Context: an optimization exercise on an open-source flow, tuned for small area and a short achievable clock period. The choices shown serve that exercise and are no tape-out recipe. Function was checked by simulation only, so behaviour that the tests miss may differ from the original.

$ cat flow/design.v
`timescale 1ns / 1ps
module FIRFilterBasic(
	input clk,	reset,
	input [15:0] in,
	output reg [15:0] out
	 );
	reg [15:0] coef [18:0];
	reg [15:0] shift [18:0];
	reg [35:0] mulsum;
	reg [6:0] cnt;
	integer i, j;
	always @(posedge clk) begin
		if (reset) begin
			coef[0] = 26;
			coef[1] = 270;
			coef[2] = 963;
			coef[3] = 2424;
			coef[4] = 4869;
			coef[5] = 8259;
			coef[6] = 12194;
			coef[7] = 15948;
			coef[8] = 18666;
			coef[9] = 19660;
			coef[10] = 18666;
			coef[11] = 15948;
			coef[12] = 12194;
			coef[13] = 8259;
			coef[14] = 4869;
			coef[15] = 2424; 
			coef[16] = 963;
			coef[17] = 270;
			coef[18] = 26;
			cnt <= 0;
		end
		else begin 
			if (cnt < 19) begin
				shift[cnt] <= in;
				cnt <= cnt + 1;
			end
			else begin
				for (i=18; i>0; i=i-1) 
					shift[i-1] <= shift[i];
					shift[18] <= in;
			end
		end
	end
	always @(posedge clk) begin	
			if (cnt > 18) begin
				mulsum = 0;
				for (j=0; j<19; j=j+1)
					mulsum = mulsum + (coef[j] * shift[j]);
				for (j=0; j<16; j=j+1)
					out[j] = mulsum [20+j];
			end
	end
endmodule
$ cat flow/config.mk
export PLATFORM = sky130hd
export DESIGN_NAME = FIRFilterBasic
export DESIGN_NICKNAME = FIRFilterBasic
export VERILOG_FILES = /design/flow/design.v
export SDC_FILE = /design/flow/constraint.sdc
export NUM_CORES = 4
export LEC_CHECK = 0
export CAP_MARGIN = 20
export CORE_MARGIN = 2
export CORE_UTILIZATION = 40
export PLACE_DENSITY = 0.6
export SLEW_MARGIN = 20
$ cat flow/constraint.sdc
create_clock -name core_clock -period 15.0 [get_ports {clk}]
set_input_delay 3.0000 -clock core_clock [delete_from_list [all_inputs] [get_ports {clk}]]
set_output_delay 3.0000 -clock core_clock [all_outputs]
set_load 0.01 [all_outputs]
$ cat flow/run.sh
#!/bin/bash
# synth_recipe.tcl (not shown) runs the flow's synth.tcl, then flattens the netlist and writes it again
# the make line also repeats each setting of config.mk as NAME=value (left out here)
make -C /OpenROAD-flow-scripts/flow DESIGN_CONFIG=/design/flow/config.mk WORK_HOME=/design/flow/orfs CLKGATE_MAP_FILE= SYNTH_SCRIPT=/design/flow/synth_recipe.tcl finish
==> notes.md <==
Timing
Static timing analysis puts the maximum clock frequency at 73.1 MHz. The number of endpoints with negative hold slack in the final report is 0. The headroom to the max-slew limit is 0.217.

The shortest clock period the worst path allows after layout is 13.68 ns. Clock skew on the completed layout was measured at approximately 0.045 ns. The hold slack is 0.530 ns. Setup repair after global routing left no endpoint under its margin. The final-report max-slew violation count was 0.

The final-layout setup total negative slack is 0 ns. Setup violations remaining at the end of the flow were counted as 0. At the pin with the least slew margin, the transition time is around 1.2 ns.

The share of the clock period used by the worst path is 0.912.

Route
Wires add up to 240000 um. The number of DRC violations after detailed-routing iteration 0 is approximately 4000. Dividing the detail-routed wire length by the instance count gives around 24 um.

The wire length on met3 is between 15000 and 20000 um. The overall via count from detail_route is 50914. In the routed layout, each cell is associated on average with a via count of 5.17. For this run, design rule violations remaining after detail routing come to 0. In the final routing, the length of wire on met1 measures approximately 100000 um. The residual antenna-violating net count after detailed routing is 0.

The first TritonRoute pass finished after 5 iterations. The highest layer used for signal routing is met5. Summed over all nets, wire length on met2 after detailed routing comes to 110000 um.

CTS
CTS placed an instance of clkbuf_16 at the clock tree root. TritonCTS built the clock tree. Clock tree synthesis inserted a total of 46 buffers. The clock passes through at most 3 buffers.

The number of buffers inserted for hold repair after clock tree synthesis is 0. The clock tree synthesis step divided the H-tree into 2 levels. The number of cells upsized or downsized after cts is 0. After clock tree synthesis, the clock-pin slew on the worst setup and hold paths is 0.06 ns.

The later pin in the worst-skew pair is clocked with a latency of ~0.7 ns. The total setup buffers inserted after CTS is 0. The number of sinks on the clock net is between 300 and 400.

Yosys
When the netlist entered floorplanning its net count stood at 10180. The share of synthesized area in the top cell type comes to 0.371. The average size of a mapped cell is ~11 um^2. The gate count after technology mapping is approximately 7300. For this run, the register share of the synthesized area comes to 0.127. The post-synthesis instance area is between 70000 and 80000 um^2. Yosys printed 2 warnings. Sorting the synthesized cells by area gives the leading types as fa_1, ha_1, edfxtp_1.

The synthesized design contains 320 enable-type register cells. The primary flip-flop cell chosen by synthesis mapping is edfxtp_1. The synthesized design spends more area on one cell type than any other, namely fa_1. The synthesized netlist contains between 60 and 70 unique library cells. After synthesis, the share of flip-flops with an asynchronous set or reset is 0.

The count of state elements after synthesis is approximately 330.

Floorplan
The full die area is 195000 um^2. The initial standard-cell utilization of the core is 0.403. The overall die height is 442 um. The floorplan step defined a core boundary enclosing around 190000 um^2. The die is between 400 and 500 um wide. For this design the top-level I/O count stands at 34. The initialized floorplan defines between 150 and 200 standard-cell rows.

Place
The placer's final routability congestion estimate is slightly above 1. The wire-length estimate of the detail-placed layout is 206000 um. The standard cell area after detailed placement is 80400 um^2.

The number of cells after detailed placement is roughly 9800. Buffers placed on the I/O ports in this run total 33.

Worst setup path
The most numerous cell type found on the critical path is fa_1. The number of buffers and inverters on the critical path is 11. STA classifies the critical path endpoint as a register.

For the worst setup path, the data arrival time is around 14 ns. The critical path data required time is roughly 15 ns. The kind of start point of the critical path is a register. In this design, the stage delay of the slowest critical-path cell is about 0.74 ns. The cell at the slowest stage of the critical path is edfxtp_1. By startpoint and endpoint, the worst setup path is classified as register to register. In this run the worst path has a maximum fanout of 5. The kind of cell with the highest combined delay along the critical path is adder cells.

Global routing
The number of global-route vias before repair is ~54000. The number of antenna violations at the first check in global routing came to 6. For this run the aggregate overflow at the end of global routing stands at 0. The total global routing track utilization is 0.250.

The global-route wire length before repair is between 300000 and 400000 um. Entering global routing, the biggest net connects 166 pins.

Final layout
After routing the design area is ~82000 um^2. In the layout the commonest cells are inv_1, ha_1, fa_1, a21o_1, edfxtp_1. The layout overhead on the synthesized area is 6.84%. Of the cells placed in the final design, the portion with a size suffix greater than 1 is 0.0235. The number of non-filler instances in the completed layout is around 9800. Leaving out fill and tap cells, the most frequent cell in the layout is inv_1. The net count of the finished layout is roughly 10000.

Min path
The path class of the lowest-slack min-delay path is register to register.

Run
The count of max-cap constraint violations is 0.

Status
The flow ran to the end and the layout has no timing, DRC or antenna violations.
kinds of logic (layout without fill, tap and decap cells):
logic type	Yosys count	after routing	share of synthesized area
simple gates	585	585	0.0370
mux	3	3	0.000391
compound gates	950	950	0.0839
buf+inv	2221	2302	0.109
other cells	0	2	0
fa+ha+maj	2911	2911	0.613
flops	327	327	0.127
xor+xnor	254	254	0.0290
layout make-up:
cell class / instances / area [um^2]
Timing Repair Buffer: 75 / 678
Tap cell: 2511 / 3140
Fill cell: 18077 / 108000
Inverter: 2143 / 8040
Multi-Input combinational cell: 4703 / 58800
Sequential cell: 327 / 9750
Clock inverter: 33 / 402
Antenna cell: 2 / 5.00
Clock buffer: 51 / 1190
synthesized netlist by cell type (8+ instances only):
cell	n
or3_1	22
o21bai_1	35
nor2b_1	51
a31oi_1	21
nand2b_1	34
buf_2	42
a21oi_1	217
o21a_1	36
o21ai_0	117
xor2_1	88
xnor2_1	166
nand3_1	50
edfxtp_1	320
a21o_1	366
inv_1	2143
o211ai_1	10
nor2_1	156
or2_2	8
and2_1	12
and3_1	21
nand4_1	21
clkbuf_1	33
nand2_1	132
ha_1	1489
fa_1	1422
a211oi_1	21
nor3_1	57
a211o_1	11
o31ai_1	16
flip-flops by register name, indices dropped and copies added (netlist names):
| signal | cells |
|---|---|
| shift | 304 |
| cnt | 7 |
| out | 16 |
per-layer routing:
metal	GRT usage	up-vias
met5	0	-
met2	0.405	1416
li1	-	22956
met1	0.343	26273
met3	0.0412	267
met4	0.0799	2
path summary, 6_finish.rpt:
check,endpoint,slack (ns),cells past startpoint,from
worst max-delay path,out[14],1.32,45,shift[9][0]
worst min-delay path,cnt[5],0.53,1,cnt[5]
worst min register to register,cnt[5],0.53,1,cnt[5]
worst max register to register,out[14],1.32,45,shift[9][0]
stage by stage:
step,setup slack [ns],util
after global routing,0.724,0.431
after global placement,1.64,0.422
after detailed placement,1.52,0.422
after floorplan,3.04,-
after CTS,1.45,0.431
final,1.32,0.431

re-timing with driven ports:
In the flow no input, the clock included, has a driving cell. The finished layout below was timed again as built, in two steps. Step 1 assumes that a clkbuf_16 drives the clock port and a buf_2 every other input. Step 2 times the ports against the registers' clock, not the clock port: input delays grow and output delays shrink by t, the midpoint of the rising clock arrivals with the driver on. Three values: ideal, step 1, step 2; two values: the first two.
t (ns): 0.746
slack for setup (ns): 1.319 / 1.319 / 1.319
hold slack, ns: 0.530 / 0.530 / 0.530
latest minus earliest clock arrival (ns): 0.045 / 0.045
worst slew at a driven data input, ns: 0.06
After both steps this run still meets setup and hold. The setup slack of this run moves by 0.000 ns with the drivers and by 0.000 ns with both steps.
